Background: an optimization exercise with open tools, aiming at small area, a short achievable clock period and few clock cycles. Do not read the settings as production practice. RTL that was checked went through simulation tests only; none was proved equivalent to the original. For run 4, only the layout was checked, not whether the RTL still works. No activity file was given, so power comes from the tool's default toggle rates.

==> flow/design.v <==
module cache(
    clk,
    proc_reset,
    proc_read,
    proc_write,
    proc_addr,
    proc_wdata,
    proc_stall,
    proc_rdata,
    mem_read,
    mem_write,
    mem_addr,
    mem_rdata,
    mem_wdata,
    mem_ready
);
    input          clk;
    input          proc_reset;
    input          proc_read, proc_write;
    input   [29:0] proc_addr;
    input   [31:0] proc_wdata;
    output reg        proc_stall;
    output reg [31:0] proc_rdata;
    input  [127:0] mem_rdata;
    input          mem_ready;
    output reg     mem_read, mem_write;
    output reg [27:0] mem_addr;
    output reg [127:0] mem_wdata;
	reg [127:0] block0, block1, block2, block3, block4, block5, block6, block7, block; 	 
	reg [7:0] valid, valid_save;
	reg [7:0] dirty, dirty_save;
	reg [24:0] tag0, tag1, tag2, tag3, tag4, tag5, tag6, tag7;
	reg [24:0] tag0_save, tag1_save, tag2_save, tag3_save, tag4_save, tag5_save, tag6_save, tag7_save;
	reg hit, stall, dirty_bit, valid_bit;
	reg [24:0] tag, tag_save;
	reg [127:0] data_4word;
	reg [1:0] state, next_state;
	reg [127:0] mem_data;
	reg [127:0] block0_save, block1_save,block2_save,block3_save,block4_save,block5_save,block6_save,block7_save;
	wire clk_i, rst_i;
assign clk_i = clk;
assign rst_i = proc_reset;
	always@ (*) begin   
		case(proc_addr[4:2])
		3'd0: begin
			dirty_bit = dirty_save[0];
			data_4word = block0_save;
			tag = tag0_save;
			valid_bit = valid_save[0];
		end
		3'd1: begin
			dirty_bit = dirty_save[1];
			data_4word = block1_save;
			tag = tag1_save;
			valid_bit = valid_save[1];
		end
		3'd2: begin
			dirty_bit = dirty_save[2];
			data_4word = block2_save;
			tag = tag2_save;
			valid_bit = valid_save[2];
		end
		3'd3: begin
			dirty_bit = dirty_save[3];
			data_4word = block3_save;
			tag = tag3_save;
			valid_bit = valid_save[3];
		end
		3'd4: begin
			dirty_bit = dirty_save[4];
			data_4word = block4_save;
			tag = tag4_save;
			valid_bit = valid_save[4];
		end
		3'd5: begin
			dirty_bit = dirty_save[5];
			data_4word = block5_save;
			tag = tag5_save;
			valid_bit = valid_save[5];
		end
		3'd6: begin
			dirty_bit = dirty_save[6];
			data_4word = block6_save;
			tag = tag6_save;
			valid_bit = valid_save[6];
		end
		3'd7: begin
			dirty_bit = dirty_save[7];
			data_4word = block7_save;
			tag = tag7_save;
			valid_bit = valid_save[7];
		end
		endcase
	end
	always @(valid_bit or tag or proc_addr or state) begin
		if(valid_bit && (tag == proc_addr[29:5]) && ~state[1] && ~state[0]) begin
			stall = 1'b0;
			hit = 1'b1;
		end
		else begin
			stall = 1'b1;
			hit = 1'b0;
		end
	end
	always @(*) begin
			case(proc_addr[1:0])
				2'd0: begin block = data_4word; block[31:0] = proc_wdata; end
				2'd1: begin block = data_4word; block[63:32] = proc_wdata; end
				2'd2: begin block = data_4word; block[95:64] = proc_wdata; end
				2'd3: begin block = data_4word; block[127:96] = proc_wdata; end
			endcase
	end
	always @(*)begin	 
		case(state) 
		2'b00:begin
			tag0 = tag0_save;
			tag1 = tag1_save;
			tag2 = tag2_save;
			tag3 = tag3_save;
			tag4 = tag4_save;
			tag5 = tag5_save;
			tag6 = tag6_save;
			tag7 = tag7_save;
		if(proc_write && hit) begin
			case(proc_addr[4:2])
			3'd0: begin 
				valid = valid_save;
				dirty = dirty_save;
				valid[0] = 1'b1;
				dirty[0] = 1'b1;
				block0 = block;
				block1 = block1_save;
				block2 = block2_save;
				block3 = block3_save;
				block4 = block4_save;
				block5 = block5_save;
				block6 = block6_save;
				block7 = block7_save;
				end
			3'd1: begin 
				valid = valid_save;
				dirty = dirty_save;
				valid[1] = 1'b1; 
				dirty[1] = 1'b1;
				block1 = block;
				block0 = block0_save;
				block2 = block2_save;
				block3 = block3_save;
				block4 = block4_save;
				block5 = block5_save;
				block6 = block6_save;
				block7 = block7_save;				
			end
			3'd2: begin 
				valid = valid_save;
				dirty = dirty_save;
				valid[2] = 1'b1; 
				dirty[2] = 1'b1;
				block2 = block;
				block0 = block0_save;
				block1 = block1_save;
				block3 = block3_save;	
				block4 = block4_save;
				block5 = block5_save;
				block6 = block6_save;
				block7 = block7_save;
			end
			3'd3: begin
				valid = valid_save;
				dirty = dirty_save;
				valid[3] = 1'b1; 
				dirty[3] = 1'b1;
				block3 = block;	
				block0 = block0_save;
				block1 = block1_save;
				block2 = block2_save;
				block4 = block4_save;
				block5 = block5_save;
				block6 = block6_save;
				block7 = block7_save;	
			end
			3'd4: begin 
				valid = valid_save;
				dirty = dirty_save;
				valid[4] = 1'b1; 
				dirty[4] = 1'b1;
				block4 = block; 
				block0 = block0_save;
				block1 = block1_save;
				block2 = block2_save;
				block3 = block3_save;
				block5 = block5_save;
				block6 = block6_save;
				block7 = block7_save;
			end
			3'd5: begin 
				valid = valid_save;
				dirty = dirty_save;
				valid[5] = 1'b1; 
				dirty[5] = 1'b1;
				block5 = block;
				block0 = block0_save;
				block1 = block1_save;
				block2 = block2_save;
				block3 = block3_save;
				block4 = block4_save;
				block6 = block6_save;
				block7 = block7_save; 
			end
			3'd6: begin 
				valid = valid_save;
				dirty = dirty_save;
				valid[6] = 1'b1; 
				dirty[6] = 1'b1;
				block6 = block; 
				block0 = block0_save;
				block1 = block1_save;
				block2 = block2_save;
				block3 = block3_save;
				block4 = block4_save;
				block5 = block5_save;
				block7 = block7_save;
			end
			3'd7: begin 
				valid = valid_save;
				dirty = dirty_save;
				valid[7] = 1'b1; 
				dirty[7] = 1'b1;
				block7 = block; 
				block0 = block0_save;
				block1 = block1_save;
				block2 = block2_save;
				block3 = block3_save;
				block4 = block4_save;
				block5 = block5_save;
				block6 = block6_save;
			end
			endcase
		end
		else begin
			valid = valid_save;
			dirty = dirty_save;
			block0 = block0_save;
			block1 = block1_save;
			block2 = block2_save;
			block3 = block3_save;
			block4 = block4_save;
			block5 = block5_save;
			block6 = block6_save;
			block7 = block7_save;
		end
		end
		2'b10:begin
			case(proc_addr[4:2])
			3'd0: begin 	
				valid = valid_save;
				dirty = dirty_save;
				valid[0] = 1'b1; 
				tag0 = proc_addr[29:5];
				tag1 = tag1_save;
				tag2 = tag2_save;
				tag3 = tag3_save;
				tag4 = tag4_save;
				tag5 = tag5_save;
				tag6 = tag6_save;
				tag7 = tag7_save;
				dirty[0] = 1'b0;
				block0 = mem_rdata;
				block1 = block1_save;
				block2 = block2_save;
				block3 = block3_save;
				block4 = block4_save;
				block5 = block5_save;
				block6 = block6_save;
				block7 = block7_save;				 
			end
			3'd1: begin 
				valid = valid_save;
				dirty = dirty_save;
				valid[1] = 1'b1; 
				tag1 = proc_addr[29:5];
				tag0 = tag0_save;
				tag2 = tag2_save;
				tag3 = tag3_save;
				tag4 = tag4_save;
				tag5 = tag5_save;
				tag6 = tag6_save;
				tag7 = tag7_save;
				dirty[1] = 1'b0;
				block1 = mem_rdata; 
				block0 = block0_save;
				block2 = block2_save;
				block3 = block3_save;
				block4 = block4_save;
				block5 = block5_save;
				block6 = block6_save;
				block7 = block7_save;
			end
			3'd2: begin 
				valid = valid_save;
				dirty = dirty_save;
				valid[2] = 1'b1; 
				tag2 = proc_addr[29:5];
				tag0 = tag0_save;
				tag1 = tag1_save;
				tag3 = tag3_save;
				tag4 = tag4_save;
				tag5 = tag5_save;
				tag6 = tag6_save;
				tag7 = tag7_save;
				dirty[2] = 1'b0;
				block2 = mem_rdata; 
				block0 = block0_save;
				block1 = block1_save;
				block3 = block3_save;
				block4 = block4_save;
				block5 = block5_save;
				block6 = block6_save;
				block7 = block7_save;
			end
			3'd3: begin 
				valid = valid_save;
				dirty = dirty_save;
				valid[3] = 1'b1; 
				tag3 = proc_addr[29:5];
				tag0 = tag0_save;
				tag1 = tag1_save;
				tag2 = tag2_save;
				tag4 = tag4_save;
				tag5 = tag5_save;
				tag6 = tag6_save;
				tag7 = tag7_save;
				dirty[3] = 1'b0;
				block3 = mem_rdata; 
				block0 = block0_save;
				block1 = block1_save;
				block2 = block2_save;
				block4 = block4_save;
				block5 = block5_save;
				block6 = block6_save;
				block7 = block7_save;
			end
			3'd4: begin 
				valid = valid_save;
				dirty = dirty_save;
				valid[4] = 1'b1; 
				tag4 = proc_addr[29:5];
				tag0 = tag0_save;
				tag1 = tag1_save;
				tag2 = tag2_save;
				tag3 = tag3_save;
				tag5 = tag5_save;
				tag6 = tag6_save;
				tag7 = tag7_save;
				dirty[4] = 1'b0;
				block4 = mem_rdata; 
				block0 = block0_save;
				block1 = block1_save;
				block2 = block2_save;
				block3 = block3_save;
				block5 = block5_save;
				block6 = block6_save;
				block7 = block7_save;
			end
			3'd5: begin 
				valid = valid_save;
				dirty = dirty_save;
				valid[5] = 1'b1; 
				tag5 = proc_addr[29:5];
				tag0 = tag0_save;
				tag1 = tag1_save;
				tag2 = tag2_save;
				tag3 = tag3_save;
				tag4 = tag4_save;
				tag6 = tag6_save;
				tag7 = tag7_save;
				dirty[5] = 1'b0;
				block5 = mem_rdata; 
				block0 = block0_save;
				block1 = block1_save;
				block2 = block2_save;
				block3 = block3_save;
				block4 = block4_save;
				block6 = block6_save;
				block7 = block7_save;
			end
			3'd6: begin 
				valid = valid_save;
				dirty = dirty_save;
				valid[6] = 1'b1; 
				tag6 = proc_addr[29:5];
				tag0 = tag0_save;
				tag1 = tag1_save;
				tag2 = tag2_save;
				tag3 = tag3_save;
				tag4 = tag4_save;
				tag5 = tag5_save;
				tag7 = tag7_save;
				dirty[6] = 1'b0;
				block6 = mem_rdata; 
				block0 = block0_save;
				block1 = block1_save;
				block2 = block2_save;
				block3 = block3_save;
				block4 = block4_save;
				block5 = block5_save;
				block7 = block7_save;
			end
			3'd7: begin 
				valid = valid_save;
				dirty = dirty_save;
				valid[7] = 1'b1; 
				tag7 = proc_addr[29:5];
				tag0 = tag0_save;
				tag1 = tag1_save;
				tag2 = tag2_save;
				tag3 = tag3_save;
				tag4 = tag4_save;
				tag5 = tag5_save;
				tag6 = tag6_save;
				dirty[7] = 1'b0;
				block7 = mem_rdata; 
				block0 = block0_save;
				block1 = block1_save;
				block2 = block2_save;
				block3 = block3_save;
				block4 = block4_save;
				block5 = block5_save;
				block6 = block6_save;
			end
			endcase
		end
		default: begin
				valid = valid_save;
				dirty = dirty_save;
				tag0 = tag0_save;
				tag1 = tag1_save;
				tag2 = tag2_save;
				tag3 = tag3_save;
				tag4 = tag4_save;
				tag5 = tag5_save;
				tag6 = tag6_save;
				tag7 = tag7_save;
				block0 = block0_save;
				block1 = block1_save;
				block2 = block2_save;
				block3 = block3_save;
				block4 = block4_save;
				block5 = block5_save;
				block6 = block6_save;
				block7 = block7_save;	
		end
		endcase
	end
	always @(*) begin	 
		case(state) 
			2'b00:begin 	 
				if(hit || ~(proc_read || proc_write)) begin
					next_state = 2'b00;
				end
				else if(dirty_bit) begin
					next_state = 2'b11;
				end
				else begin
					next_state = 2'b10;
				end
			end
			2'b01:begin
				next_state = 2'b00;
			end
			2'b10:begin	 
				if(mem_ready) begin
					next_state = 2'b00;
				end
				else begin
					next_state = 2'b10;
				end
			end
			2'b11:begin	 
				if(mem_ready) begin
					next_state = 2'b10;
				end
				else begin
					next_state = 2'b11;
				end
			end
		endcase
	end
	always @(*) begin	 
		case(state)	
			2'b00:begin	 
				proc_stall = stall;
				mem_read = 1'b0;
				mem_write = 1'b0;
				mem_addr = 28'b0;
				mem_wdata = 128'b0;
				if(proc_read) begin
					case(proc_addr[1:0])
						2'd0: proc_rdata = data_4word[31:0];
						2'd1: proc_rdata = data_4word[63:32];
						2'd2: proc_rdata = data_4word[95:64];
						2'd3: proc_rdata = data_4word[127:96];
					endcase
				end
				else begin
					proc_rdata = 32'b0;
				end
			end
			2'b01: begin
				proc_stall = 1'b0;
				proc_rdata = 32'b0;
				mem_read = 1'b0;
				mem_write = 1'b0;
				mem_addr = 28'b0;
				mem_wdata = 128'b0;
			end
			2'b10:begin	 
				proc_stall = 1'b1;
				proc_rdata = 32'b0;
				mem_read = 1'b1;
				mem_write = 1'b0;
				mem_addr = proc_addr[29:2];
				mem_wdata = 128'b0;
			end
			2'b11:begin	 
				proc_stall = 1'b1;
				proc_rdata = 32'b0;
				mem_read = 1'b0;
				mem_write = 1'b1;
				mem_addr = {tag, proc_addr[4:2]};
				mem_wdata = data_4word;
			end
		endcase
	end
	always@( posedge clk or posedge proc_reset ) begin
	    if( proc_reset ) begin
	    	state <= 2'b00;
			valid_save <= 8'b0;
			dirty_save <= 8'b0;  
			tag0_save <= 25'b0;  
			tag1_save <= 25'b0;  
			tag2_save <= 25'b0;  
			tag3_save <= 25'b0;  
			tag4_save <= 25'b0;  
			tag5_save <= 25'b0;  
			tag6_save <= 25'b0;  
			tag7_save <= 25'b0;  
		end
	    else begin
	    	state <= next_state;
			valid_save <= valid;
			dirty_save <= dirty;
			tag0_save <= tag0;
			tag1_save <= tag1;
			tag2_save <= tag2;
			tag3_save <= tag3;
			tag4_save <= tag4;
			tag5_save <= tag5;
			tag6_save <= tag6;
			tag7_save <= tag7;
	    end
	end
	always @(posedge clk_i or posedge rst_i) begin
		if(rst_i) begin
			block0_save <= 128'b0;
			block1_save <= 128'b0;
			block2_save <= 128'b0;
			block3_save <= 128'b0;
			block4_save <= 128'b0;
			block5_save <= 128'b0;
			block6_save <= 128'b0;
			block7_save <= 128'b0;	
		end
		else begin
			block0_save <= block0;
			block1_save <= block1;
			block2_save <= block2;
			block3_save <= block3;
			block4_save <= block4;
			block5_save <= block5;
			block6_save <= block6;
			block7_save <= block7;
		end
	end
endmodule
==> flow/run.sh <==
#!/bin/bash
# synth_recipe.tcl (not shown) runs the flow's synth.tcl, then flattens the netlist and writes it again
# the make line also repeats each setting of config.mk as NAME=value (left out here)
make -C /OpenROAD-flow-scripts/flow DESIGN_CONFIG=/design/flow/config.mk WORK_HOME=/design/flow/orfs CLKGATE_MAP_FILE= SYNTH_SCRIPT=/design/flow/synth_recipe.tcl finish
==> flow/config.mk <==
export PLATFORM = sky130hd
export DESIGN_NAME = cache
export DESIGN_NICKNAME = cache
export VERILOG_FILES = /design/flow/design.v
export SDC_FILE = /design/flow/constraint.sdc
export NUM_CORES = 4
export LEC_CHECK = 0
export CAP_MARGIN = 20
export CORE_MARGIN = 2
export CORE_UTILIZATION = 45
export PLACE_DENSITY = 0.6
export SLEW_MARGIN = 20
==> flow/constraint.sdc <==
create_clock -name core_clock -period 8.0 [get_ports {clk}]
set_input_delay 1.6000 -clock core_clock [delete_from_list [all_inputs] [get_ports {clk}]]
set_output_delay 1.6000 -clock core_clock [all_outputs]
set_load 0.01 [all_outputs]
==> impl_metrics.py, run 1 <==
metrics = {
    "die": {
        "num_rows": 134,
        "ioPinCount": 386,
        "start_util_pct": 45.33,
        "die_w_um": 370.6,
        "dieHeight_um": 370.6,
        "fp.dieArea_um2": 137400,
        "core_region_area_um2": 133500,
    },
    "place": {
        "portBuffers": 385,
        "dpl_cell_area_um2": 66770,
        "hpwl_um": 156600,
        "gp_congestion": 0.9213,
    },
    "run": {
        "cap_violations": 0,
    },
    "routing": {
        "vias_per_cell": 6.342,
        "drt_iter0_markers": 5478,
        "drt_pass1_iterations": 5,
        "wl_per_cell_um": 32.92,
        "wl_um": 241200,
        "ant_nets": 0,
        "vias": 46470,
        "drc_errors": 0,
    },
    "setup_path": {
        "crit_family": "buffers and inverters",
        "start_kind": "input pin",
        "cp-end-kind": "primary output",
        "cpMaxStageDelayCell": "clkdlybuf4s50_1",
        "crit_buf_inv": 5,
        "cp.required_ns": 6.40,
        "critPathLaunch": "proc_addr[2]",
        "reg2reg_from": "state[1]$_DFF_PP0_",
        "path_class": "in -> out",
        "cp.arrival_ns": 5.82,
        "crit_path_cell_trace": "buf_8 -> or3_4 -> buf_12 -> buf_4 -> nor2_1 -> a21oi_1 -> a211oi_1 -> buf_4 -> a211oi_1 -> clkdlybuf4s50_1",
        "cp_max_fo": 57,
        "cpPeakStageDelay_ns": 0.68,
    },
    "global_routing": {
        "grt_max_degree": 160,
        "overflow": 0,
        "grt_usage_pct": 35.01,
        "antenna_found_initial": 18,
        "grt_use_met1_pct": 48.98,
        "grt_pass1_vias": 46160,
        "grt.met3_usage_pct": 7.915,
        "grt_util_met2_pct": 50.87,
        "grt_pass1_wl_um": 344900,
        "busiest_layer": "met2",
    },
    "sta": {
        "rsz0062_at_grt": "no",
        "relSlewSlack_pct": 12.09,
        "fin_tns_setup_ns": 0,
        "max_freq_ghz": 0.1348,
        "finalSetupViolations": 0,
        "fin_crit_ns": 7.416,
        "hold_viol": 0,
        "fin_crit_sh_pct": 92.71,
        "max_slew.worst_pin.slew_ns": 1.319,
        "finClkSkew_ns": 0.02930,
        "finalMaxSlewViolations": 0,
    },
    "synth": {
        "avgSynthCellArea_um2": 11.75,
        "syn-instance-count": 5150,
        "synth.distinct_cells": 66,
        "yosysSeqAreaShare_pct": 51.38,
        "synthTopCellsByCount": "dfrtp_1, mux2_2, nand2_1",
        "ys_warn_count": 1,
        "syn-cell-area_um2": 60490,
        "synth_ff_type": "dfrtp_1",
        "syn_nets": 5345,
        "yosysTopAreaCell": "dfrtp_1",
        "synth_most_common_cell": "dfrtp_1",
        "async_flop_share_pct": 100.0,
        "synth_edf_count": 0,
        "yosys.area.top_type_share_pct": 51.38,
        "synth.area.top_cells": "dfrtp_1, mux2_2, mux2_1",
        "synth_seq_cells": 1242,
    },
    "clock_network": {
        "numCtsBuffers": 141,
        "clk_pin_slew_worst_paths_ns": 0.06,
        "clockRootBuffer": "clkbuf_16",
        "h-tree-depth": 4,
        "clock_path_buffers": 3,
        "clock_latency_ns": 0.79,
        "post_cts_buffers": 0,
        "cts.repair.resized": 0,
        "hold_buffers": 0,
        "cts.sinks": 1242,
        "cts_tree": "done",
    },
    "pwr": {
        "power.leakage_nw": 31.00,
        "p_per_area_nw_per_um2": 362.2,
        "peakVddDrop_uv": 167.0,
    },
    "status": {
        "status": "finished clean",
    },
    "min_path": {
        "hold_class": "reg -> reg",
        "worstHoldStart": "valid_save[4]$_DFFE_PP0P_",
    },
    "finish": {
        "layout.nets": 5639,
        "drive_gt1_share_pct": 28.27,
        "design_area_um2": 71470,
        "syn2layout_area_growth_pct": 18.15,
    },
}
-- path summary, 6_finish.rpt --
check	slack [ns]	depth (start not counted)	end
worst max-delay path	0.58	10	proc_rdata[15]
worst min-delay path	0.47	1	valid_save[4]$_DFFE_PP0P_
worst max register to register	3.49	7	block7_save[105]$_DFFE_PP0P_
worst min register to register	0.47	1	valid_save[4]$_DFFE_PP0P_
max in group asynchronous	4.80	4	block3_save[2]$_DFFE_PP0P_
min in group asynchronous	1.30	2	tag0_save[14]$_DFFE_PP0P_
-- per-layer routing --
metal	up-vias	routed length (um)
met3	534	23340
met5	-	122
met1	24340	100600
li1	19240	-
met2	2342	103100
met4	20	14040
-- cell type report --
class / instances / area, um2
Sequential cell: 1242 / 31080
Tap cell: 1768 / 2212
Inverter: 38 / 163.9
Clock inverter: 34 / 329.1
Fill cell: 11730 / 61990
Timing Repair Buffer: 569 / 5692
Multi-Input combinational cell: 3452 / 27620
Clock buffer: 219 / 4355
Antenna cell: 5 / 12.51
-- per-stage QoR --
step	setup slack [ns]	hold WS, ns	cells	power, mW	util (%)
after floorplan	-10.76	0.4275	5150	16.19	-
after global placement	0.7469	0.4474	7069	18.90	50.02
after detailed placement	0.7986	0.4546	7069	19.21	50.03
after CTS	0.7828	0.4717	7322	25.82	53.54
after global routing	0.6155	0.4878	7322	27.12	53.54
final	0.5835	0.4699	7327	25.89	53.55
-- sequential cells by signal (all words and copies together) (netlist names), 8 cells and up --
signal	count
block1_save	128
tag0_save	25
tag3_save	25
block0_save	128
tag2_save	25
block2_save	128
tag6_save	25
block6_save	128
valid_save	8
block5_save	128
tag4_save	25
tag7_save	25
block3_save	128
tag5_save	25
block4_save	128
block7_save	128
dirty_save	8
tag1_save	25
-- placed cells by master, fill, tap and decap left out, types with 35 or more instances in the layout --
cell,synthesis,layout
mux2_1,159,159
mux2i_1,176,176
o21ai_1,52,49
clkbuf_16,0,152
a221oi_1,88,88
o22ai_1,106,101
clkbuf_1,261,37
a211oi_1,42,42
a22oi_1,45,45
mux4_2,51,51
nor2_1,386,381
buf_4,8,149
mux2_2,1067,1067
nand2_1,408,405
a21oi_1,150,150
a31oi_1,87,87
and2_1,61,58
nor3_1,90,87
dfrtp_1,1242,1241
o21ai_0,201,199
buf_12,0,36
nor2b_1,60,54
clkdlybuf4s50_1,0,380
o221ai_1,35,35
-- worst reg2reg max path: stages (launching register included) --
cell,delay (ns)
dfrtp_1,0.85
nand2_4,0.57
inv_6,0.53
buf_4,0.55
buf_4,0.70
nand2_1,0.52
o21ai_1,0.46
mux2_2,0.26
-- report_power, final --
part,switching (mW),total [mW],leakage (nW),internal [mW]
sequential,1.47,10.7,15.3,9.25
clock,2.71,6.61,2.31,3.90
combinational,4.60,8.56,13.4,3.96
total,8.79,25.9,31.0,17.1
-- kinds of logic (layout without fill, tap and decap cells) --
family | Yosys count | count (layout) | share of synthesized area [%]
flip-flops | 1242 | 1242 | 51.38
AO/OA/AOI/OAI | 927 | 927 | 9.914
AND/OR/NAND/NOR | 1058 | 1058 | 7.523
XOR/XNOR | 14 | 14 | 0.2027
buffers and inverters | 456 | 860 | 3.349
other | 0 | 5 | 0
multiplexers | 1453 | 1453 | 27.63
Testbench counts, summed over its fixed seeds: cycles 238,859.
==> inputs of run 2 (changes only) <==
==> flow/design.v (replaced) <==
module cache(
    clk,
    proc_reset,
    proc_read,
    proc_write,
    proc_addr,
    proc_wdata,
    proc_stall,
    proc_rdata,
    mem_read,
    mem_write,
    mem_addr,
    mem_rdata,
    mem_wdata,
    mem_ready
);
    input          clk;
    input          proc_reset;
    input          proc_read, proc_write;
    input   [29:0] proc_addr;
    input   [31:0] proc_wdata;
    output         proc_stall;
    output  [31:0] proc_rdata;
    input  [127:0] mem_rdata;
    input          mem_ready;
    output         mem_read, mem_write;
    output  [27:0] mem_addr;
    output [127:0] mem_wdata;
    reg        done_q;       
    reg        wb_q;         
    reg        rd_q;         
    reg [31:0]  rdata_q;
    reg [27:0]  maddr_q;
    reg [127:0] mwdata_q;
    reg [127:0] line  [0:7];
    reg [24:0]  tag   [0:7];
    reg [7:0]   valid;
    reg [7:0]   dirty;
    wire [2:0]  idx  = proc_addr[4:2];
    wire [1:0]  wsel = proc_addr[1:0];
    wire        req  = proc_read | proc_write;
    wire        look = ~done_q & ~wb_q & ~rd_q;
    wire [7:0] dec = 8'd1 << idx;
    reg  [7:0] match;
    reg  [127:0] line_sel;
    reg  [24:0]  tag_sel;
    integer i;
    always @(*) begin
        line_sel = 128'd0;
        tag_sel  = 25'd0;
        for (i = 0; i < 8; i = i + 1) begin
            match[i] = valid[i] & (tag[i] == proc_addr[29:5]);
            line_sel = line_sel | (line[i] & {128{dec[i]}});
            tag_sel  = tag_sel  | (tag[i]  & {25{dec[i]}});
        end
    end
    wire hit       = |(match & dec);
    wire vd        = |(valid & dirty & dec);
    wire go_wb     = look & req & ~hit & vd;
    wire go_rd     = (look & req & ~hit & ~vd) | (wb_q & mem_ready);
    wire fill      = rd_q & mem_ready;
    wire [31:0] cache_word = line_sel[32*wsel +: 32];
    wire [31:0] mem_word   = mem_rdata[32*wsel +: 32];
    always @(posedge clk or posedge proc_reset) begin
        if (proc_reset) begin
            done_q <= 1'b0;
            wb_q   <= 1'b0;
            rd_q   <= 1'b0;
        end else begin
            done_q <= (look & req & hit) | fill;
            wb_q   <= go_wb | (wb_q & ~mem_ready);
            rd_q   <= go_rd | (rd_q & ~mem_ready);
        end
    end
    always @(posedge clk) begin
        rdata_q       <= rd_q ? mem_word : cache_word;
        mwdata_q      <= line_sel;
        maddr_q[2:0]  <= idx;
        maddr_q[27:3] <= (go_wb | (wb_q & ~mem_ready)) ? tag_sel : proc_addr[29:5];
    end
    wire         wr    = done_q & proc_write;
    wire [127:0] wbus  = rd_q ? mem_rdata : {4{proc_wdata}};
    wire [3:0]   wdec  = 4'd1 << wsel;
    genvar g, w;
    generate
        for (g = 0; g < 8; g = g + 1) begin : L
            for (w = 0; w < 4; w = w + 1) begin : W
                always @(posedge clk)
                    if (dec[g] & (fill | (wr & wdec[w])))
                        line[g][32*w +: 32] <= wbus[32*w +: 32];
            end
            always @(posedge clk)
                if (dec[g] & fill)
                    tag[g] <= proc_addr[29:5];
            always @(posedge clk or posedge proc_reset) begin
                if (proc_reset)
                    valid[g] <= 1'b0;
                else if (dec[g] & fill)
                    valid[g] <= 1'b1;
            end
            always @(posedge clk)
                if (dec[g] & (fill | wr))
                    dirty[g] <= wr;
        end
    endgenerate
    assign proc_stall = ~done_q;
    assign proc_rdata = rdata_q;
    assign mem_read   = rd_q;
    assign mem_write  = wb_q;
    assign mem_addr   = maddr_q;
    assign mem_wdata  = mwdata_q;
endmodule
--- a/flow/config.mk
+++ b/flow/config.mk
@@ -9,4 +9,5 @@
 export CORE_MARGIN = 2
 export CORE_UTILIZATION = 45
 export PLACE_DENSITY = 0.6
+export SETUP_SLACK_MARGIN = 5
 export SLEW_MARGIN = 20
==> run 2 against run 1 <==
Against the previous run:
- final cell count fell by 20%
- via count shrank 21%
- clock-buffer cell count decreased by 12
- largest power group unchanged
- highest routed layer unchanged
==> impl_metrics.py, run 2 <==
metrics = {
    "setup_path": {
        "cp.required_ns": 8.65,
        "cp-end-kind": "flop",
        "start_kind": "input pin",
        "crit_path_cell_trace": "buf_16 -> buf_12 -> nor3b_4 -> buf_4 -> buf_8 -> buf_6 -> buf_16 -> a22o_1 -> a221oi_2 -> nand3_1 -> mux4_2 -> mux2_4",
        "crit_buf_inv": 6,
        "crit_family": "multiplexers",
        "path_common_cell": "buf_16",
        "cpPeakStageDelay_ns": 0.62,
        "cp.arrival_ns": 3.98,
        "cpMaxStageDelayCell": "mux4_2",
        "cp_max_fo": 6,
        "path_class": "in -> reg",
    },
    "die": {
        "die_w_um": 351.3,
        "dieHeight_um": 351.3,
        "ioPinCount": 386,
        "core_region_area_um2": 119800,
        "start_util_pct": 45.29,
        "num_rows": 127,
        "fp.dieArea_um2": 123400,
    },
    "global_routing": {
        "grt_pass1_wl_um": 281100,
        "grt_usage_pct": 33.36,
        "grt_max_degree": 138,
        "grt_pass1_vias": 34790,
        "overflow": 0,
        "antenna_found_initial": 6,
    },
    "finish": {
        "regMostFlops": "line",
        "filler_cell_count": 8604,
        "drive_gt1_share_pct": 33.80,
        "syn2layout_area_growth_pct": 36.17,
        "final_common_cell": "edfxtp_1",
        "layout.nets": 4311,
        "final_cells": 5855,
        "layout_common_cells": "edfxtp_1, nand2_1, a22oi_1",
        "layout_top_registers": "line (1024), tag (200), mwdata_q (128)",
        "largest_reg_flops": 1024,
    },
    "synth": {
        "yosys.area.top_type_share_pct": 68.18,
        "yosysSeqAreaShare_pct": 75.62,
        "syn-cell-area_um2": 54260,
        "synth_ff_type": "edfxtp_1",
        "ys_warn_count": 3,
        "synth_edf_count": 1232,
        "synth.area.top_cells": "edfxtp_1, dfxtp_1, a22oi_1",
        "synthTopCellsByCount": "edfxtp_1, a22oi_1, nand2_1",
        "async_flop_share_pct": 0.7687,
        "synth_most_common_cell": "edfxtp_1",
        "avgSynthCellArea_um2": 16.53,
        "yosysTopAreaCell": "edfxtp_1",
        "syn-instance-count": 3283,
        "syn_nets": 3478,
        "synth.distinct_cells": 45,
        "synth_seq_cells": 1431,
    },
    "routing": {
        "wl_per_cell_um": 36.45,
        "vias": 36870,
        "drc_errors": 0,
        "drt_pass1_iterations": 6,
        "drt_iter0_markers": 5807,
        "vias_per_cell": 6.297,
        "ant_nets": 0,
        "wl_um": 213400,
    },
    "pwr": {
        "netSwitchingPower_mw": 5.582,
        "power_frac_clock_pct": 34.6,
        "p_int_mw": 14.53,
        "power.leakage_nw": 25.70,
        "p_seq_share_pct": 46.7,
        "p_per_area_nw_per_um2": 272.2,
        "netSwitchingFraction_pct": 27.75,
        "p_comb_share_pct": 18.6,
        "peakVddDrop_uv": 215.5,
    },
    "place": {
        "portBuffers": 385,
        "dp.cells": 5149,
        "hpwl_um": 114400,
        "gp_congestion": 0.8845,
    },
    "clock_network": {
        "cts_tree": "done",
        "cts.sinks": 1431,
        "hold_buffers": 0,
        "clockRootBuffer": "clkbuf_16",
        "clk_pin_slew_worst_paths_ns": 0.06,
        "clock_path_buffers": 3,
        "clock_latency_ns": 0.77,
        "h-tree-depth": 4,
        "numCtsBuffers": 148,
    },
    "status": {
        "status": "finished clean",
    },
    "sta": {
        "max_slew.worst_pin.slew_ns": 0.8678,
        "finalSetupViolations": 0,
        "finalMaxSlewViolations": 0,
        "finClkSkew_ns": 0.03636,
        "max_freq_ghz": 0.2999,
        "rsz0062_at_grt": "yes",
        "fin_tns_setup_ns": 0,
        "fin_crit_ns": 3.334,
        "relSlewSlack_pct": 41.61,
        "hold_viol": 0,
        "fin_crit_sh_pct": 41.68,
    },
    "min_path": {
        "hold_class": "reg -> reg",
    },
    "run": {
        "cap_violations": 0,
    },
}
-- run 2: cell types whose count changed after synthesis, sizes merged, moves of 188 or more --
cell	previous run	this run
a22oi	45	380
dfrtp	1242	11
dfxtp	0	188
edfxtp	0	1232
mux2	1226	82
nor2	387	88
o21ai	253	21
xnor2	12	200
-- run 2: area by class of cell --
cell class / count / area, um2 / area share, %
well taps: 1612 / 2017 / 2.730
clock buffers: 207 / 4160 / 5.630
flip-flops and latches: 1431 / 41180 / 55.73
diodes: 3 / 7.507 / 0.01016
repair buffers: 882 / 10850 / 14.68
clock inverters: 67 / 689.4 / 0.9330
inverters: 17 / 83.83 / 0.1135
multi-input cells: 1636 / 14900 / 20.17
-- run 2: per-layer routing --
layer | vias up | share of wire (%) | global-route usage, %
met4 | 2 | 5.4 | 15.20
met5 | - | 0.0061 | 0
li1 | 14790 | - | -
met2 | 2852 | 45 | 51.38
met1 | 18740 | 37 | 45.48
met3 | 482 | 12 | 7.430
-- run 2: cells by family (layout without fill, tap and decap cells) --
kind of cell,count (synthesis),in the layout,share of synthesized area [%]
buf+inv,221,1173,1.706
simple gates,643,648,5.559
compound gates,595,595,8.382
flops,1431,1431,75.62
xor+xnor,200,200,3.228
other cells,0,3,0
mux,193,193,5.502
-- run 2: power groups by stage --
stage                     clock, mW  sequential (mW)  combinational [mW]
after floorplan                   0             9.47                1.55
after global placement            0             9.56                2.97
after detailed placement          0             9.56                3.02
after CTS                      6.97             9.39                3.47
after global routing           7.29             9.42                3.85
final                          6.97             9.40                3.75
-- run 2: worst paths after layout --
check	endpoint	slack, ns	cells past startpoint	start
worst max-delay path	rdata_q[11]$_DFF_P_	4.67	12	proc_addr[4]
worst min-delay path	mwdata_q[40]$_DFF_P_	0.48	2	line[1][40]$_DFFE_PP_
worst max register to register	line[0][74]$_DFFE_PP_	4.89	5	rd_q$_DFF_PP0_
worst min register to register	mwdata_q[40]$_DFF_P_	0.48	2	line[1][40]$_DFFE_PP_
max in group asynchronous	rd_q$_DFF_PP0_	6.42	2	proc_reset
min in group asynchronous	done_q$_DFF_PP0_	1.20	2	proc_reset
-- run 2: repair_timing --
| action | CTS | global route |
|---|---|---|
| setup endpoints to repair | 1565 | 938 |
| buffers inserted | 265 | 67 |
| gates cloned | 70 | 27 |
| hold endpoints to repair | 0 | 0 |
| gates resized for setup | 1086 | 191 |
| pin swaps | 140 | 90 |
-- run 2: per-stage QoR --
stage	cell area (um2)	util, %	hold WS [ns]	total power [mW]	worst slack (ns)
finish	73890	61.67	0.4840	20.11	4.666
global route	73880	61.66	0.4984	20.56	4.643
CTS	71930	60.04	0.4628	19.82	4.663
detailed placement	61010	50.92	0.4479	12.57	2.539
global placement	61010	50.92	0.4431	12.53	2.577
floorplan	56090	-	0.4311	11.02	4.375
-- run 2: tightest hold or removal path: cells and delay by family, from the launching register on --
family / cells / cell delay [ns]
flip-flops: 1 / 0.34
AO/OA/AOI/OAI: 1 / 0.06
AND/OR/NAND/NOR: 1 / 0.06
Testbench counts of run 2, summed over its fixed seeds: cycles 247,454.
==> inputs of run 3 (changes only) <==
--- a/flow/config.mk
+++ b/flow/config.mk
@@ -9,5 +9,4 @@
 export CORE_MARGIN = 2
 export CORE_UTILIZATION = 45
 export PLACE_DENSITY = 0.6
-export SETUP_SLACK_MARGIN = 5
 export SLEW_MARGIN = 20
==> run 3 against run 2 <==
Against the previous run:
- still clean on timing, DRC and antenna
- final cell count decreased by 7.3%
- non-clock buffer count decreased by 422
- synthesized area unchanged
- register-to-register slack got worse by 0.32 ns
- sequential cell count unchanged
- synthesized cell count unchanged
==> impl_metrics.py, run 3 <==
metrics = {
    "die": {
        "die_w_um": 351.3,
        "start_util_pct": 45.29,
        "num_rows": 127,
        "dieHeight_um": 351.3,
        "ioPinCount": 386,
        "fp.dieArea_um2": 123400,
        "core_region_area_um2": 119800,
    },
    "sta": {
        "hold_ws_ns": 0.4751,
        "hold_viol": 0,
        "rsz0062_at_grt": "no",
        "max_freq_ghz": 0.2128,
        "worst_slack_ns": 3.301,
        "fin_crit_ns": 4.699,
        "relSlewSlack_pct": 27.51,
        "fin_tns_setup_ns": 0,
        "max_slew.worst_pin.slew_ns": 1.087,
        "finalMaxSlewViolations": 0,
        "finalSetupViolations": 0,
        "fin_crit_sh_pct": 58.73,
        "finClkSkew_ns": 0.02389,
    },
    "setup_path": {
        "reg2reg_from": "rd_q$_DFF_PP0_",
        "timing.rr.end": "line[3][82]$_DFFE_PP_",
        "cp_max_fo": 78,
        "crit_path_cell_trace": "buf_4 -> and3b_4 -> buf_12 -> nand2_1 -> nor2_4 -> buf_4",
        "cpPeakStageDelay_ns": 0.85,
        "rr_worst_depth": 4,
        "cp.arrival_ns": 5.15,
        "cp.required_ns": 8.45,
        "crit_buf_inv": 3,
        "path_class": "in -> reg",
        "endpoint": "line[3][14]$_DFFE_PP_",
        "cpMaxStageDelayCell": "nor2_4",
        "start_kind": "input pin",
        "critPathLaunch": "proc_addr[2]",
        "cp-end-kind": "flop",
        "ff2ff_setup_slack_ns": 4.57,
        "crit_family": "simple AND/OR/NAND/NOR gates",
        "path_common_cell": "buf_4",
        "cp_num_cells": 6,
    },
    "pwr": {
        "p_per_area_nw_per_um2": 295.0,
        "power.leakage_nw": 21.31,
        "peakVddDrop_uv": 235.3,
        "finalPower_mw": 19.20,
    },
    "synth": {
        "yosysSeqAreaShare_pct": 75.62,
        "syn_nets": 3478,
        "synth.area.top_cells": "edfxtp_1, dfxtp_1, a22oi_1",
        "yosysTopAreaCell": "edfxtp_1",
        "avgSynthCellArea_um2": 16.53,
        "ys_warn_count": 3,
        "synth_edf_count": 1232,
        "synth.distinct_cells": 45,
        "synth_seq_cells": 1431,
        "syn-instance-count": 3283,
        "synth_most_common_cell": "edfxtp_1",
        "async_flop_share_pct": 0.7687,
        "syn-cell-area_um2": 54260,
        "synth_ff_type": "edfxtp_1",
        "yosys.area.top_type_share_pct": 68.18,
        "synthTopCellsByCount": "edfxtp_1, a22oi_1, nand2_1",
    },
    "finish": {
        "final_common_cell": "edfxtp_1",
        "drive_gt1_share_pct": 13.69,
        "layout_top_registers": "line (1024), tag (200), mwdata_q (128)",
        "layout.nets": 3885,
        "layout_common_cells": "edfxtp_1, clkdlybuf4s50_1, a22oi_1",
        "design_area_um2": 65070,
        "regMostFlops": "line",
        "syn2layout_area_growth_pct": 19.92,
        "regArea_um2": 41040,
        "final_core_util_pct": 54.31,
        "multi_input_area_um2": 12610,
        "final_cells": 5428,
        "filler_cell_count": 9651,
        "largest_reg_flops": 1024,
    },
    "routing": {
        "drt_iter0_markers": 4650,
        "drt_pass1_iterations": 9,
        "vias": 33140,
        "drc_errors": 0,
        "wl_um": 178300,
        "wl_per_cell_um": 32.85,
        "ant_nets": 0,
        "vias_per_cell": 6.106,
    },
    "clock_network": {
        "cts.repair.resized": 0,
        "clock_latency_ns": 0.76,
        "clock_path_buffers": 3,
        "h-tree-depth": 4,
        "post_cts_buffers": 0,
        "numCtsBuffers": 149,
        "cts_tree": "done",
        "cts.sinks": 1431,
        "hold_buffers": 0,
        "clk_pin_slew_worst_paths_ns": 0.06,
        "clockRootBuffer": "clkbuf_16",
    },
    "run": {
        "cap_violations": 0,
    },
    "place": {
        "dp.cells": 5151,
        "hpwl_um": 115200,
        "dpl_cell_area_um2": 60230,
        "gp_congestion": 0.9497,
        "place_ws_ns": 2.532,
        "portBuffers": 385,
    },
    "min_path": {
        "hold_class": "reg -> reg",
    },
    "status": {
        "status": "finished clean",
    },
    "global_routing": {
        "grt_pass1_wl_um": 246600,
        "antenna_found_initial": 8,
        "grt_usage_pct": 28.69,
        "grt_max_degree": 119,
        "overflow": 0,
        "grt_pass1_vias": 31720,
    },
}
run 3: area by class of cell:
| class | instances | area share [%] |
|---|---|---|
| Antenna cell | 2 | 0.007691 |
| Clock buffer | 208 | 6.514 |
| Clock inverter | 67 | 0.9191 |
| Inverter | 17 | 0.09806 |
| Multi-Input combinational cell | 1631 | 19.38 |
| Sequential cell | 1431 | 63.07 |
| Tap cell | 1612 | 3.100 |
| Timing Repair Buffer | 460 | 6.918 |
run 3: where the power goes:
part | leakage (nW) | internal [mW] | switching [mW]
registers | 12.8 | 9.15 | 0.226
clock network | 2.38 | 3.95 | 2.90
logic | 6.08 | 0.943 | 2.03
total | 21.3 | 14.0 | 5.16
run 3: worst min path at each step:
| stage | end | from | depth (start not counted) |
|---|---|---|---|
| after floorplan | valid[6]$_DFFE_PP0P_ | valid[6]$_DFFE_PP0P_ | 1 |
| after global placement | valid[6]$_DFFE_PP0P_ | valid[6]$_DFFE_PP0P_ | 1 |
| after detailed placement | valid[6]$_DFFE_PP0P_ | valid[6]$_DFFE_PP0P_ | 1 |
| after CTS | valid[6]$_DFFE_PP0P_ | valid[6]$_DFFE_PP0P_ | 1 |
| after global routing | valid[6]$_DFFE_PP0P_ | valid[6]$_DFFE_PP0P_ | 1 |
| final | valid[6]$_DFFE_PP0P_ | valid[6]$_DFFE_PP0P_ | 1 |
run 3: layer usage:
metal,part of all wire (%),GRT usage (%),vias to the layer above
met5,0.0073,0,-
met4,3.6,9.855,2
met3,10,6.451,283
met2,48,46.10,1962
met1,38,38.67,17060
li1,-,-,13840
run 3: cell families after synthesis:
group / Yosys count / synth area share [%]
AND/OR/NAND/NOR: 643 / 5.559
multiplexers: 193 / 5.502
XOR/XNOR: 200 / 3.228
buffers and inverters: 221 / 1.706
flip-flops: 1431 / 75.62
AO/OA/AOI/OAI: 595 / 8.382
==> inputs of run 4 (changes only) <==
==> flow/design.v (replaced) <==
module cache(
    clk,
    proc_reset,
    proc_read,
    proc_write,
    proc_addr,
    proc_wdata,
    proc_stall,
    proc_rdata,
    mem_read,
    mem_write,
    mem_addr,
    mem_rdata,
    mem_wdata,
    mem_ready
);
    input          clk;
    input          proc_reset;
    input          proc_read, proc_write;
    input   [29:0] proc_addr;
    input   [31:0] proc_wdata;
    output         proc_stall;
    output  [31:0] proc_rdata;
    input  [127:0] mem_rdata;
    input          mem_ready;
    output         mem_read, mem_write;
    output  [27:0] mem_addr;
    output [127:0] mem_wdata;
    reg        done_q;       
    reg        wb_q;         
    reg        rd_q;         
    reg        fill_q;       
    reg [31:0]  rdata_q;
    reg [27:0]  maddr_q;
    reg [127:0] buf_q;       
    reg [7:0]   ldec_q;      
    reg [3:0]   wen_q;       
    reg [3:0]   wsrc_q;      
    reg [127:0] line  [0:7];
    reg [24:0]  tag   [0:7];
    reg [7:0]   valid;
    reg [7:0]   dirty;
    wire [2:0]  idx  = proc_addr[4:2];
    wire [1:0]  wsel = proc_addr[1:0];
    wire        req  = proc_read | proc_write;
    wire        look = ~done_q & ~wb_q & ~rd_q;
    wire [7:0] dec  = 8'd1 << idx;
    wire [3:0] wdec = 4'd1 << wsel;
    reg  [7:0] match;
    reg  [127:0] line_sel;
    reg  [24:0]  tag_sel;
    integer i;
    always @(*) begin
        line_sel = 128'd0;
        tag_sel  = 25'd0;
        for (i = 0; i < 8; i = i + 1) begin
            match[i] = valid[i] & (tag[i] == proc_addr[29:5]);
            line_sel = line_sel | (line[i] & {128{dec[i]}});
            tag_sel  = tag_sel  | (tag[i]  & {25{dec[i]}});
        end
    end
    wire hit   = |(match & dec);
    wire vd    = |(valid & dirty & dec);
    wire [31:0] cache_word = line_sel[32*wsel +: 32];
    wire [31:0] mem_word   = mem_rdata[32*wsel +: 32];
    always @(posedge clk or posedge proc_reset) begin
        if (proc_reset) begin
            done_q <= 1'b0;
            wb_q   <= 1'b0;
            rd_q   <= 1'b0;
        end else begin
            done_q <= (look & req & hit) | (rd_q & mem_ready);
            wb_q   <= (look & req & ~hit & vd) | (wb_q & ~mem_ready);
            rd_q   <= (look & req & ~hit & ~vd) | (wb_q & mem_ready) | (rd_q & ~mem_ready);
        end
    end
    always @(posedge clk) begin
        fill_q        <= rd_q;
        rdata_q       <= rd_q ? mem_word : cache_word;
        buf_q         <= rd_q ? mem_rdata : line_sel;
        maddr_q[2:0]  <= idx;
        maddr_q[27:3] <= (vd & ~rd_q & ~(wb_q & mem_ready)) ? tag_sel : proc_addr[29:5];
        ldec_q        <= dec;
        wen_q         <= rd_q ? 4'b1111 : (proc_write ? wdec : 4'b0000);
        wsrc_q        <= rd_q ? ~(proc_write ? wdec : 4'b0000) : 4'b0000;
    end
    wire [127:0] wbus;
    genvar g, w;
    generate
        for (w = 0; w < 4; w = w + 1) begin : B
            assign wbus[32*w +: 32] = wsrc_q[w] ? buf_q[32*w +: 32] : proc_wdata;
        end
        for (g = 0; g < 8; g = g + 1) begin : L
            wire sel = done_q & ldec_q[g];
            for (w = 0; w < 4; w = w + 1) begin : W
                always @(posedge clk)
                    if (sel & wen_q[w])
                        line[g][32*w +: 32] <= wbus[32*w +: 32];
            end
            always @(posedge clk)
                if (sel & fill_q)
                    tag[g] <= maddr_q[27:3];
            always @(posedge clk or posedge proc_reset) begin
                if (proc_reset)
                    valid[g] <= 1'b0;
                else if (sel & fill_q)
                    valid[g] <= 1'b1;
            end
            always @(posedge clk)
                if (sel & (fill_q | proc_write))
                    dirty[g] <= proc_write;
        end
    endgenerate
    assign proc_stall = ~done_q;
    assign proc_rdata = rdata_q;
    assign mem_read   = rd_q;
    assign mem_write  = wb_q;
    assign mem_addr   = maddr_q;
    assign mem_wdata  = buf_q;
endmodule
--- a/flow/config.mk
+++ b/flow/config.mk
@@ -9,4 +9,5 @@
 export CORE_MARGIN = 2
 export CORE_UTILIZATION = 45
 export PLACE_DENSITY = 0.6
+export SETUP_SLACK_MARGIN = 5
 export SLEW_MARGIN = 20
==> run 4 against run 3 <==
Against the previous run:
- via count up 11%
- clock-buffer cell count down 7
- critical path depth up 1
- combinational power up 47%
- register-to-register slack better by 0.55 ns
- critical endpoint is now rd_q$_DFF_PP0_
- largest power group unchanged
- highest routed layer unchanged
==> impl_metrics.py, run 4 <==
metrics = {
    "sta": {
        "fin_tns_setup_ns": 0,
        "max_freq_ghz": 0.3306,
        "finClkSkew_ns": 0.02840,
        "rsz0062_at_grt": "yes",
        "fin_crit_ns": 3.025,
        "finalSetupViolations": 0,
        "finalMaxSlewViolations": 0,
        "relSlewSlack_pct": 31.39,
        "max_slew.worst_pin.slew_ns": 1.029,
        "hold_viol": 0,
        "fin_crit_sh_pct": 37.81,
    },
    "run": {
        "cap_violations": 0,
    },
    "finish": {
        "layout.nets": 4059,
        "layout_common_cells": "edfxtp_1, mux2_2, xnor2_1",
        "final_common_cell": "edfxtp_1",
        "filler_cell_count": 10050,
        "layout_top_registers": "line (1024), tag (200), buf_q (128)",
        "drive_gt1_share_pct": 29.49,
        "syn2layout_area_growth_pct": 21.94,
        "final_cells": 5659,
        "regArea_um2": 41670,
        "multi_input_area_um2": 15760,
        "largest_reg_flops": 1024,
        "regMostFlops": "line",
    },
    "synth": {
        "synth_compound_area_share_pct": 8.679,
        "yosysTopAreaCell": "edfxtp_1",
        "syn-instance-count": 3400,
        "syn-cell-area_um2": 57780,
        "synth_top_family_by_area": "multiplexers",
        "yosysSeqAreaShare_pct": 71.61,
        "synth.distinct_cells": 78,
        "yosys.area.top_type_share_pct": 64.03,
        "synthSimpleGateAreaFrac_pct": 3.281,
        "synth.area.top_cells": "edfxtp_1, dfxtp_1, mux2_2",
        "avgSynthCellArea_um2": 16.99,
        "synth_most_common_cell": "edfxtp_1",
        "ys_warn_count": 3,
        "async_flop_share_pct": 0.7597,
        "synthTopCellsByCount": "edfxtp_1, mux2_2, dfxtp_1",
        "synth_edf_count": 1232,
        "synth_seq_cells": 1448,
        "syn_nets": 3595,
        "synthXorXnorAreaFrac_pct": 3.032,
        "synthAdderAreaFrac_pct": 0,
        "synth_ff_type": "edfxtp_1",
        "synth_mux_area_share_pct": 10.70,
    },
    "global_routing": {
        "overflow": 0,
        "antenna_found_initial": 9,
        "grt_usage_pct": 31.88,
        "grt_pass1_wl_um": 289000,
        "grt_pass1_vias": 35340,
        "grt_max_degree": 53,
    },
    "die": {
        "fp.dieArea_um2": 131300,
        "start_util_pct": 45.31,
        "die_w_um": 362.3,
        "dieHeight_um": 362.3,
        "num_rows": 131,
        "ioPinCount": 386,
        "core_region_area_um2": 127500,
    },
    "setup_path": {
        "cp.required_ns": 8.63,
        "path_common_cell": "nand4_1",
        "cp-end-kind": "flop",
        "cp.arrival_ns": 3.65,
        "cp_max_fo": 9,
        "start_kind": "input pin",
        "crit_path_cell_trace": "dlygate4sd2_1 -> xnor2_2 -> nand4_1 -> nor4_1 -> a22oi_1 -> nand4_1 -> o221ai_1",
        "cpPeakStageDelay_ns": 0.63,
        "cpMaxStageDelayCell": "dlygate4sd2_1",
        "path_class": "in -> reg",
    },
    "routing": {
        "wl_per_cell_um": 37.89,
        "drc_errors": 0,
        "wl_um": 214400,
        "ant_nets": 0,
        "drt_iter0_markers": 5609,
        "vias_per_cell": 6.487,
        "drt_pass1_iterations": 6,
        "vias": 36710,
    },
    "clock_network": {
        "clock_latency_ns": 0.79,
        "cts.sinks": 1448,
        "clock_path_buffers": 3,
        "numCtsBuffers": 153,
        "hold_buffers": 0,
        "clk_pin_slew_worst_paths_ns": 0.06,
        "clockRootBuffer": "clkbuf_16",
        "h-tree-depth": 4,
        "cts_tree": "done",
    },
    "pwr": {
        "p_per_area_nw_per_um2": 307.8,
        "peakVddDrop_uv": 272.6,
        "power.leakage_nw": 23.67,
    },
    "place": {
        "gp_congestion": 0.8966,
        "portBuffers": 385,
        "hpwl_um": 119300,
        "dp.cells": 5275,
    },
    "status": {
        "status": "finished clean",
    },
    "min_path": {
        "hold_class": "reg -> reg",
    },
}
-- run 4: final cells by class --
cell class	count	area share (%)
Timing Repair inverter	1	0.01243
Timing Repair Buffer	546	8.380
Inverter	19	0.1350
Multi-Input combinational cell	1695	22.36
Antenna cell	3	0.01066
Clock buffer	201	5.832
Sequential cell	1448	59.15
Tap cell	1662	2.951
Clock inverter	84	1.169
-- run 4: repair_timing --
item | CTS | global route
buffers inserted | 51 | 19
pin swaps | 8 | 8
gates cloned | 20 | 6
gates resized for setup | 878 | 53
endpoints found under the setup margin | 365 | 70
-- run 4: critical path: cells and delay by family --
| family | cells | cell delay (ns) |
|---|---|---|
| AND/OR/NAND/NOR | 3 | 0.90 |
| buffers and inverters | 1 | 0.63 |
| AO/OA/AOI/OAI | 2 | 0.29 |
| XOR/XNOR | 1 | 0.23 |
-- run 4: kinds of logic (layout without fill, tap and decap cells) --
kind of cell / after synthesis / in the layout
other cells: 0 / 3
buf+inv: 258 / 851
simple gates: 370 / 371
compound gates: 658 / 658
flops: 1448 / 1448
xor+xnor: 200 / 200
mux: 466 / 466
-- run 4: where the power goes --
part / switching (mW) / internal [mW]
registers: 0.630 / 9.65
clock network: 3.04 / 4.00
logic: 2.77 / 1.60
-- run 4: layer usage --
layer  global-route usage [%]  wire (um)
met2                    49.56      98290
met5                        0         13
met3                    6.732      24040
met4                    12.15       8428
met1                    44.17      83650
-- run 4: through the flow --
stage | hold slack [ns] | area, um2 | setup slack, ns | power (mW) | util, %
global route | 0.4586 | 70450 | 4.965 | 22.19 | 55.25
global placement | 0.4755 | 63330 | 2.921 | 14.51 | 49.66
finish | 0.4619 | 70460 | 4.975 | 21.69 | 55.25
floorplan | 0.4474 | 58360 | 4.706 | 12.18 | -
CTS | 0.4643 | 70030 | 4.924 | 21.58 | 54.91
detailed placement | 0.4888 | 63330 | 2.899 | 14.56 | 49.66
-- run 4: path summary, 6_finish.rpt --
path / start / to / slack, ns / cells after the start
max in group asynchronous: proc_reset / rd_q$_DFF_PP0_ / 6.36 / 2
hold reg to reg: maddr_q[24]$_DFF_P_ / tag[0][21]$_DFFE_PP_ / 0.46 / 0
setup / recovery: proc_addr[19] / rd_q$_DFF_PP0_ / 4.98 / 7
hold / removal: maddr_q[24]$_DFF_P_ / tag[0][21]$_DFFE_PP_ / 0.46 / 0
setup reg to reg: rd_q$_DFF_PP0_ / rdata_q[19]$_DFF_P_ / 5.12 / 6
min in group asynchronous: proc_reset / done_q$_DFF_PP0_ / 1.26 / 2

==> separate check: timing with driven ports <==
How much do the figures lean on ideal ports? The routed layouts below were timed once more, with nothing changed but the port constraints. Step 1, drivers: a clkbuf_16 drives clk and a buf_2 each remaining input, both assumed. Step 2 adds t to the input delays and takes it off the output delays; t is the mean of the earliest and latest rising clock arrival at the registers after step 1. Input paths then give back, and output paths get back, about the clock's delay inside the block. a / b / c = ideal / step 1 / step 2; a / b = the first two.
run	t, ns	slack for setup (ns)	worst setup path after step 2	cell pins on the clock port's net
run 1	0.869	0.584 / 0.533 / 0.533	input to output	1
run 2	0.839	4.666 / 4.492 / 3.654	input to register	1
run 3	0.833	3.301 / 3.357 / 2.524	input to register	1
run 4	0.851	4.975 / 4.806 / 3.956	input to register	1
After both steps setup and hold are still met in every run listed. The setup slack of run 4, which loses most, moves by -0.169 ns with the drivers and by -1.019 ns with both steps.
